From an optimization exercise on the open Yosys and OpenROAD flow, aimed at a short achievable clock period; shortcuts taken in it are not production practice. At most, simulation tests tie the RTL to the original design; equivalence was not proved. No driver is modelled on the clock port, so clock power and skew are understated where the tree is cut down; a real chip needs a root buffer or a tree. No activity file was given, so power comes from the tool's default toggle rates.

Design GPU, start of the top module:
module GPU(
    input gpu_clk,
    input rst,
    output reg h_sync,
    output reg v_sync,
    output reg color,
    output reg [8:0] address,
    input [639:0] data
    );
==> module GPU, before the edit <==
module GPU(
    input gpu_clk,
    input rst,
    output reg h_sync,
    output reg v_sync,
    output reg color,
    output reg [8:0] address,
    input [639:0] data
    );
    reg [319:0] lo;                       
    wire [31:0] lo0 = lo[31:0];
    reg [26:0] grp;                       
    reg        le;                        
    reg [8:0]  v;                         
    wire [31:0] lo_init = 32'd2;          
    integer c;
    always @(posedge gpu_clk) begin
        if (rst) begin
            for (c = 0; c < 10; c = c + 1)
                lo[32*c +: 32] <= lo_init;
            grp <= 27'd1;
            le <= 1'b0;
        end else begin
            if (le) begin
                for (c = 0; c < 10; c = c + 1)
                    lo[32*c +: 32] <= lo_init;
                grp <= 27'd1;
            end else begin
                for (c = 0; c < 10; c = c + 1)
                    lo[32*c +: 32] <= {lo[32*c +: 31], lo[32*c+31]};
                if (lo0[31])
                    grp <= {grp[25:0], 1'b0};
            end
            le <= grp[26] & lo0[8];       
        end
    end
    wire [639:0] sel = {lo[319:288], lo[319:288], lo[287:256], lo[287:256], lo[255:224], lo[255:224], lo[223:192], lo[223:192],
                        lo[191:160], lo[191:160], lo[159:128], lo[159:128], lo[127:96], lo[127:96], lo[95:64], lo[95:64],
                        lo[63:32], lo[63:32], lo[31:0], lo[31:0]};
    wire [319:0] p_n;
    gpu_nand2 u_p0 (.a(data[1]), .b(sel[1]), .y(p_n[0]));
    genvar i;
    generate
        for (i = 1; i < 320; i = i + 1) begin : g_pair
            gpu_a22oi u (.a1(data[2*i]), .a2(sel[2*i]),
                         .b1(data[2*i+1]), .b2(sel[2*i+1]), .y(p_n[i]));
        end
    endgenerate
    wire [79:0] o8, o8_n;
    generate
        for (i = 0; i < 80; i = i + 1) begin : g_o8
            gpu_nand4 u (.a(p_n[4*i]), .b(p_n[4*i+1]), .c(p_n[4*i+2]),
                         .d(p_n[4*i+3]), .y(o8[i]));
            gpu_inv ui (.a(o8[i]), .y(o8_n[i]));
        end
    endgenerate
    wire [19:0] o32, o32_n;
    generate
        for (i = 0; i < 20; i = i + 1) begin : g_o32
            gpu_a41oi u (.a1(o8_n[4*i]), .a2(o8_n[4*i+1]), .a3(o8_n[4*i+2]),
                         .a4(o8_n[4*i+3]), .b1(~grp[i]), .y(o32[i]));
            gpu_inv ui (.a(o32[i]), .y(o32_n[i]));
        end
    endgenerate
    wire [4:0] o128;
    generate
        for (i = 0; i < 5; i = i + 1) begin : g_o128
            gpu_nand4 u (.a(o32_n[4*i]), .b(o32_n[4*i+1]), .c(o32_n[4*i+2]),
                         .d(o32_n[4*i+3]), .y(o128[i]));
        end
    endgenerate
    wire [3:0] q_n;
    gpu_inv u_q0 (.a(o128[0]), .y(q_n[0]));
    gpu_inv u_q1 (.a(o128[1]), .y(q_n[1]));
    gpu_inv u_q2 (.a(o128[2]), .y(q_n[2]));
    gpu_nor2 u_q3 (.a(o128[3]), .b(o128[4]), .y(q_n[3]));
    wire color_d;
    gpu_a41oi u_c (.a1(q_n[0]), .a2(q_n[1]), .a3(q_n[2]), .a4(q_n[3]),
                   .b1(rst), .y(color_d));
    always @(posedge gpu_clk) begin
        color <= color_d;
        if (rst) begin
            v <= 9'd1;
            address <= 9'd0;
            h_sync <= 1'b0;
            v_sync <= 1'b0;
        end else begin
            h_sync <= (grp[22] & lo0[17]) | (grp[0] & lo0[1]) |
                      (h_sync & ~(grp[20] & lo0[17]));
            v_sync <= (v > 9'd481) && (v <= 9'd484);
            if (le) begin
                if (v == 9'd501) begin
                    v <= 9'd1;
                    address <= 9'd0;
                end else begin
                    v <= v + 9'd1;
                    address <= v;
                end
            end
        end
    end
endmodule
clock: 3.4 ns
lec_check: 0
cap_margin: 20
core_area: 4 4 196 196
cts_cluster_diameter: 120
cts_cluster_size: 18
die_area: 0 0 200 200
setup_slack_margin: 1.5
slew_margin: 20
synth_hierarchical: 1
synth_minimum_keep_size: 0
standard.sh (not shown) runs the stock make flow with config.mk's settings and CLKGATE_MAP_FILE= SYNTH_SCRIPT=/design/flow/synth_recipe.tcl, a recipe that flattens the netlist after the stock synthesis.
==> flow/flow/run.sh <==
#!/bin/bash
# Standard ORFS layout with stronger port buffers, free cell sizing and
# pins packed one track apart.
set -euo pipefail
bash standard.sh finish \
  "BUFFER_PORTS_ARGS=-buffer_cell sky130_fd_sc_hd__buf_4" \
  MATCH_CELL_FOOTPRINT=0 \
  SETUP_SLACK_MARGIN=2.5 \
  "PLACE_PINS_ARGS=-min_distance 1 -min_distance_in_tracks" \
  > run_make.log 2>&1
Then changed:
--- a/flow/design.v
+++ b/flow/design.v
@@ -8,25 +8,32 @@
     input [639:0] data
     );
-    reg [319:0] lo;                       
-    wire [31:0] lo0 = lo[31:0];
+    reg [31:0] lo0, lo1, lo2, lo3, lo4;   
     reg [26:0] grp;                       
     reg        le;                        
     reg [8:0]  v;                         
     wire [31:0] lo_init = 32'd2;          
-    integer c;
     always @(posedge gpu_clk) begin
         if (rst) begin
-            for (c = 0; c < 10; c = c + 1)
-                lo[32*c +: 32] <= lo_init;
+            lo0 <= lo_init;
+            lo1 <= lo_init;
+            lo2 <= lo_init;
+            lo3 <= lo_init;
+            lo4 <= lo_init;
             grp <= 27'd1;
             le <= 1'b0;
         end else begin
             if (le) begin
-                for (c = 0; c < 10; c = c + 1)
-                    lo[32*c +: 32] <= lo_init;
+                lo0 <= lo_init;
+                lo1 <= lo_init;
+                lo2 <= lo_init;
+                lo3 <= lo_init;
+                lo4 <= lo_init;
                 grp <= 27'd1;
             end else begin
-                for (c = 0; c < 10; c = c + 1)
-                    lo[32*c +: 32] <= {lo[32*c +: 31], lo[32*c+31]};
+                lo0 <= {lo0[30:0], lo0[31]};
+                lo1 <= {lo1[30:0], lo1[31]};
+                lo2 <= {lo2[30:0], lo2[31]};
+                lo3 <= {lo3[30:0], lo3[31]};
+                lo4 <= {lo4[30:0], lo4[31]};
                 if (lo0[31])
                     grp <= {grp[25:0], 1'b0};
@@ -35,7 +42,7 @@
         end
     end
-    wire [639:0] sel = {lo[319:288], lo[319:288], lo[287:256], lo[287:256], lo[255:224], lo[255:224], lo[223:192], lo[223:192],
-                        lo[191:160], lo[191:160], lo[159:128], lo[159:128], lo[127:96], lo[127:96], lo[95:64], lo[95:64],
-                        lo[63:32], lo[63:32], lo[31:0], lo[31:0]};
+    wire [639:0] sel = {lo4, lo4, lo4, lo4, lo3, lo3, lo3, lo3,
+                        lo2, lo2, lo2, lo2, lo1, lo1, lo1, lo1,
+                        lo0, lo0, lo0, lo0};
     wire [319:0] p_n;
     gpu_nand2 u_p0 (.a(data[1]), .b(sel[1]), .y(p_n[0]));
What happened: The new run finished clean; total power came out lower by 38%; count of clock-buffer cells in the layout fell by 10; sequential power fell by 43%; setup slack improved by 55 ps; flip-flop and latch count is lower by 160; non-clock buffer count went down by 42; design area falls by about 22%; via count is lower by 16%; core utilization decreases by 15 points; die area does not change; wire length drops by 12%; hold slack gains 61 ps; global-route usage fell by 4.2 points.
For the first run of this note, only the layout was checked, not whether the RTL still works.

Another version of the RTL of GPU (not shown whole).
For scale: about 1,400 cells after synthesis, ~370 flip-flops, roughly 650 I/O pins, ~16,000 um^2 of cells after synthesis.
==> module GPU, before the edit <==
module GPU(
    input gpu_clk,
    input rst,
    output reg h_sync,
    output reg v_sync,
    output reg color,
    output reg [8:0] address,
    input [639:0] data
    );
    reg [319:0] lo;                       
    wire [31:0] lo0 = lo[31:0];
    reg [26:0] grp;                       
    reg        le;                        
    reg [8:0]  v;                         
    wire [31:0] lo_init = 32'd2;          
    integer c;
    always @(posedge gpu_clk) begin
        if (rst) begin
            for (c = 0; c < 10; c = c + 1)
                lo[32*c +: 32] <= lo_init;
            grp <= 27'd1;
            le <= 1'b0;
        end else begin
            if (le) begin
                for (c = 0; c < 10; c = c + 1)
                    lo[32*c +: 32] <= lo_init;
                grp <= 27'd1;
            end else begin
                for (c = 0; c < 10; c = c + 1)
                    lo[32*c +: 32] <= {lo[32*c +: 31], lo[32*c+31]};
                if (lo0[31])
                    grp <= {grp[25:0], 1'b0};
            end
            le <= grp[26] & lo0[8];       
        end
    end
    wire [639:0] sel = {lo[319:288], lo[319:288], lo[287:256], lo[287:256],
                        lo[255:224], lo[255:224], lo[223:192], lo[223:192],
                        lo[191:160], lo[191:160], lo[159:128], lo[159:128],
                        lo[127:96], lo[127:96], lo[95:64], lo[95:64],
                        lo[63:32], lo[63:32], lo[31:0], lo[31:0]};
    wire [319:0] p_n;
    gpu_nand2 u_p0 (.a(data[1]), .b(sel[1]), .y(p_n[0]));
    genvar i;
    generate
        for (i = 1; i < 320; i = i + 1) begin : g_pair
            gpu_a22oi u (.a1(data[2*i]), .a2(sel[2*i]),
                         .b1(data[2*i+1]), .b2(sel[2*i+1]), .y(p_n[i]));
        end
    endgenerate
    wire [79:0] o8, o8_n;
    generate
        for (i = 0; i < 80; i = i + 1) begin : g_o8
            gpu_nand4 u (.a(p_n[4*i]), .b(p_n[4*i+1]), .c(p_n[4*i+2]),
                         .d(p_n[4*i+3]), .y(o8[i]));
            gpu_inv ui (.a(o8[i]), .y(o8_n[i]));
        end
    endgenerate
    wire [19:0] gate_n = ~grp[19:0] | {20{rst}};
    wire [19:0] o32, o32_n;
    generate
        for (i = 0; i < 20; i = i + 1) begin : g_o32
            gpu_a41oi u (.a1(o8_n[4*i]), .a2(o8_n[4*i+1]), .a3(o8_n[4*i+2]),
                         .a4(o8_n[4*i+3]), .b1(gate_n[i]), .y(o32[i]));
            gpu_inv ui (.a(o32[i]), .y(o32_n[i]));
        end
    endgenerate
    wire [4:0] o128;
    generate
        for (i = 0; i < 5; i = i + 1) begin : g_o128
            gpu_nand4 u (.a(o32_n[4*i]), .b(o32_n[4*i+1]), .c(o32_n[4*i+2]),
                         .d(o32_n[4*i+3]), .y(o128[i]));
        end
    endgenerate
    wire [2:0] q_n;
    gpu_nor2 u_q0 (.a(o128[0]), .b(o128[1]), .y(q_n[0]));
    gpu_nor2 u_q1 (.a(o128[2]), .b(o128[3]), .y(q_n[1]));
    gpu_inv  u_q2 (.a(o128[4]), .y(q_n[2]));
    wire color_d;
    gpu_nand3 u_c (.a(q_n[0]), .b(q_n[1]), .c(q_n[2]), .y(color_d));
    wire [8:0] v_next = le ? ((v == 9'd501) ? 9'd1 : v + 9'd1) : v;
    wire h_blank = (grp[20] & |lo0[31:17]) | grp[21] | (grp[22] & |lo0[16:0]);
    always @(posedge gpu_clk) begin
        color <= color_d;
        if (rst) begin
            v <= 9'd1;
            address <= 9'd0;
            h_sync <= 1'b0;
            v_sync <= 1'b0;
        end else begin
            h_sync <= ~h_blank;
            v_sync <= (v > 9'd481) && (v <= 9'd484);
            v <= v_next;
            address <= le ? ((v == 9'd501) ? 9'd0 : v) : v - 9'd1;
        end
    end
endmodule
==> module gpu_nand3, before the edit <==
module gpu_nand3(input a, input b, input c, output y);
    assign y = ~(a & b & c);
endmodule
export LEC_CHECK = 0
export CAP_MARGIN = 20
export CORE_AREA = 4 4 196 196
export CTS_CLUSTER_DIAMETER = 120
export CTS_CLUSTER_SIZE = 18
export DIE_AREA = 0 0 200 200
export SETUP_SLACK_MARGIN = 1.5
export SLEW_MARGIN = 20
export SYNTH_HIERARCHICAL = 1
export SYNTH_MINIMUM_KEEP_SIZE = 0
create_clock -name core_clock -period 3.4 [get_ports {gpu_clk}]
==> flow/flow/run.sh <==
#!/bin/bash
# Standard ORFS layout with stronger port buffers, free cell sizing, data
# pins kept in order (flow/pre_io.tcl) and extra steps after CTS
# (flow/post_cts.tcl).
set -euo pipefail
bash standard.sh finish \
  "BUFFER_PORTS_ARGS=-buffer_cell sky130_fd_sc_hd__buf_4" \
  MATCH_CELL_FOOTPRINT=0 \
  SETUP_SLACK_MARGIN=2.5 \
  "PRE_IO_PLACEMENT_TCL=$PWD/flow/pre_io.tcl" \
  "POST_CTS_TCL=$PWD/flow/post_cts.tcl" \
  > run_make.log 2>&1
Other scripts of this flow, unchanged in this note and not shown: flow/flow/post_cts.tcl, flow/flow/pre_io.tcl
Change:
--- a/flow/design.v
+++ b/flow/design.v
@@ -7,38 +7,43 @@
     output reg [8:0] address,
     input [639:0] data
     );
-    reg [319:0] lo;                       
-    wire [31:0] lo0 = lo[31:0];
+    reg [31:0] lo0, lo1, lo2, lo3, lo4;   
     reg [26:0] grp;                       
     reg        le;                        
     reg [8:0]  v;                         
     wire [31:0] lo_init = 32'd2;          
-    integer c;
     always @(posedge gpu_clk) begin
         if (rst) begin
-            for (c = 0; c < 10; c = c + 1)
-                lo[32*c +: 32] <= lo_init;
+            lo0 <= lo_init;
+            lo1 <= lo_init;
+            lo2 <= lo_init;
+            lo3 <= lo_init;
+            lo4 <= lo_init;
             grp <= 27'd1;
             le <= 1'b0;
         end else begin
             if (le) begin
-                for (c = 0; c < 10; c = c + 1)
-                    lo[32*c +: 32] <= lo_init;
+                lo0 <= lo_init;
+                lo1 <= lo_init;
+                lo2 <= lo_init;
+                lo3 <= lo_init;
+                lo4 <= lo_init;
                 grp <= 27'd1;
             end else begin
-                for (c = 0; c < 10; c = c + 1)
-                    lo[32*c +: 32] <= {lo[32*c +: 31], lo[32*c+31]};
+                lo0 <= {lo0[30:0], lo0[31]};
+                lo1 <= {lo1[30:0], lo1[31]};
+                lo2 <= {lo2[30:0], lo2[31]};
+                lo3 <= {lo3[30:0], lo3[31]};
+                lo4 <= {lo4[30:0], lo4[31]};
                 if (lo0[31])
                     grp <= {grp[25:0], 1'b0};
             end
             le <= grp[26] & lo0[8];       
         end
     end
-    wire [639:0] sel = {lo[319:288], lo[319:288], lo[287:256], lo[287:256],
-                        lo[255:224], lo[255:224], lo[223:192], lo[223:192],
-                        lo[191:160], lo[191:160], lo[159:128], lo[159:128],
-                        lo[127:96], lo[127:96], lo[95:64], lo[95:64],
-                        lo[63:32], lo[63:32], lo[31:0], lo[31:0]};
+    wire [639:0] sel = {lo4, lo4, lo4, lo4, lo3, lo3, lo3, lo3,
+                        lo2, lo2, lo2, lo2, lo1, lo1, lo1, lo1,
+                        lo0, lo0, lo0, lo0};
     wire [319:0] p_n;
     gpu_nand2 u_p0 (.a(data[1]), .b(sel[1]), .y(p_n[0]));
     genvar i;
@@ -56,12 +61,11 @@
             gpu_inv ui (.a(o8[i]), .y(o8_n[i]));
         end
     endgenerate
-    wire [19:0] gate_n = ~grp[19:0] | {20{rst}};
     wire [19:0] o32, o32_n;
     generate
         for (i = 0; i < 20; i = i + 1) begin : g_o32
             gpu_a41oi u (.a1(o8_n[4*i]), .a2(o8_n[4*i+1]), .a3(o8_n[4*i+2]),
-                         .a4(o8_n[4*i+3]), .b1(gate_n[i]), .y(o32[i]));
+                         .a4(o8_n[4*i+3]), .b1(~grp[i]), .y(o32[i]));
             gpu_inv ui (.a(o32[i]), .y(o32_n[i]));
         end
     endgenerate
@@ -72,12 +76,14 @@
                          .d(o32_n[4*i+3]), .y(o128[i]));
         end
     endgenerate
-    wire [2:0] q_n;
-    gpu_nor2 u_q0 (.a(o128[0]), .b(o128[1]), .y(q_n[0]));
-    gpu_nor2 u_q1 (.a(o128[2]), .b(o128[3]), .y(q_n[1]));
-    gpu_inv  u_q2 (.a(o128[4]), .y(q_n[2]));
+    wire [3:0] q_n;
+    gpu_inv u_q0 (.a(o128[0]), .y(q_n[0]));
+    gpu_inv u_q1 (.a(o128[1]), .y(q_n[1]));
+    gpu_inv u_q2 (.a(o128[2]), .y(q_n[2]));
+    gpu_nor2 u_q3 (.a(o128[3]), .b(o128[4]), .y(q_n[3]));
     wire color_d;
-    gpu_nand3 u_c (.a(q_n[0]), .b(q_n[1]), .c(q_n[2]), .y(color_d));
+    gpu_a41oi u_c (.a1(q_n[0]), .a2(q_n[1]), .a3(q_n[2]), .a4(q_n[3]),
+                   .b1(rst), .y(color_d));
     wire [8:0] v_next = le ? ((v == 9'd501) ? 9'd1 : v + 9'd1) : v;
     wire h_blank = (grp[20] & |lo0[31:17]) | grp[21] | (grp[22] & |lo0[16:0]);
     always @(posedge gpu_clk) begin
@@ -101,9 +107,6 @@
 module gpu_nand2(input a, input b, output y);
     assign y = ~(a & b);
 endmodule
-module gpu_nand3(input a, input b, input c, output y);
-    assign y = ~(a & b & c);
-endmodule
 module gpu_nand4(input a, input b, input c, input d, output y);
     assign y = ~(a & b & c & d);
 endmodule
=>
- The changed run completed without violations
- critical path depth does not change
- worst setup slack barely changes
- final cell count fell by 14%
- power came out lower by 36%
- routed wire length is lower by 15%
- via count went down by 17%
- combinational power decreases by 19%
- die area stays the same
- core utilization decreases by 16 points
- cell area shrinks by 23%
- clock power is lower by 32%

-- port drivers added, routing unchanged --
Ports are ideal in the flow. The routed layouts listed here were re-timed in OpenROAD. Step 1 (the two cells are an assumption about what drives the block):
set clk [get_ports {gpu_clk}]
set_driving_cell -lib_cell sky130_fd_sc_hd__clkbuf_16 $clk
set_driving_cell -lib_cell sky130_fd_sc_hd__buf_2 [delete_from_list [all_inputs] $clk]
Step 2 moves the port delays by t, midway between the first and last clock arrival at a register: inputs arrive t later, outputs are due t later. That takes back most of the time a late clock gives input paths. Three values: ideal ports, drivers, drivers and shift; two values: the first two.
run | shift t [ns] | slack for setup (ns) | worst register clock-pin slew, ns
the first run of note 1 | 0.590 | 1.718 / 1.661 / 1.354 | 0.08 / 0.08
the second run of note 1 | 0.522 | 1.774 / 1.724 / 1.347 | 0.08 / 0.08
the first run of note 2 | 0.522 | 1.819 / 1.734 / 1.338 | 0.06 / 0.06
the second run of note 2 | 0.479 | 1.821 / 1.740 / 1.461 | 0.06 / 0.06
After both steps setup and hold are still met in every run listed. For the first run of note 2, which loses most, drivers alone change the setup slack by -0.085 ns; drivers and shift together by -0.481 ns.
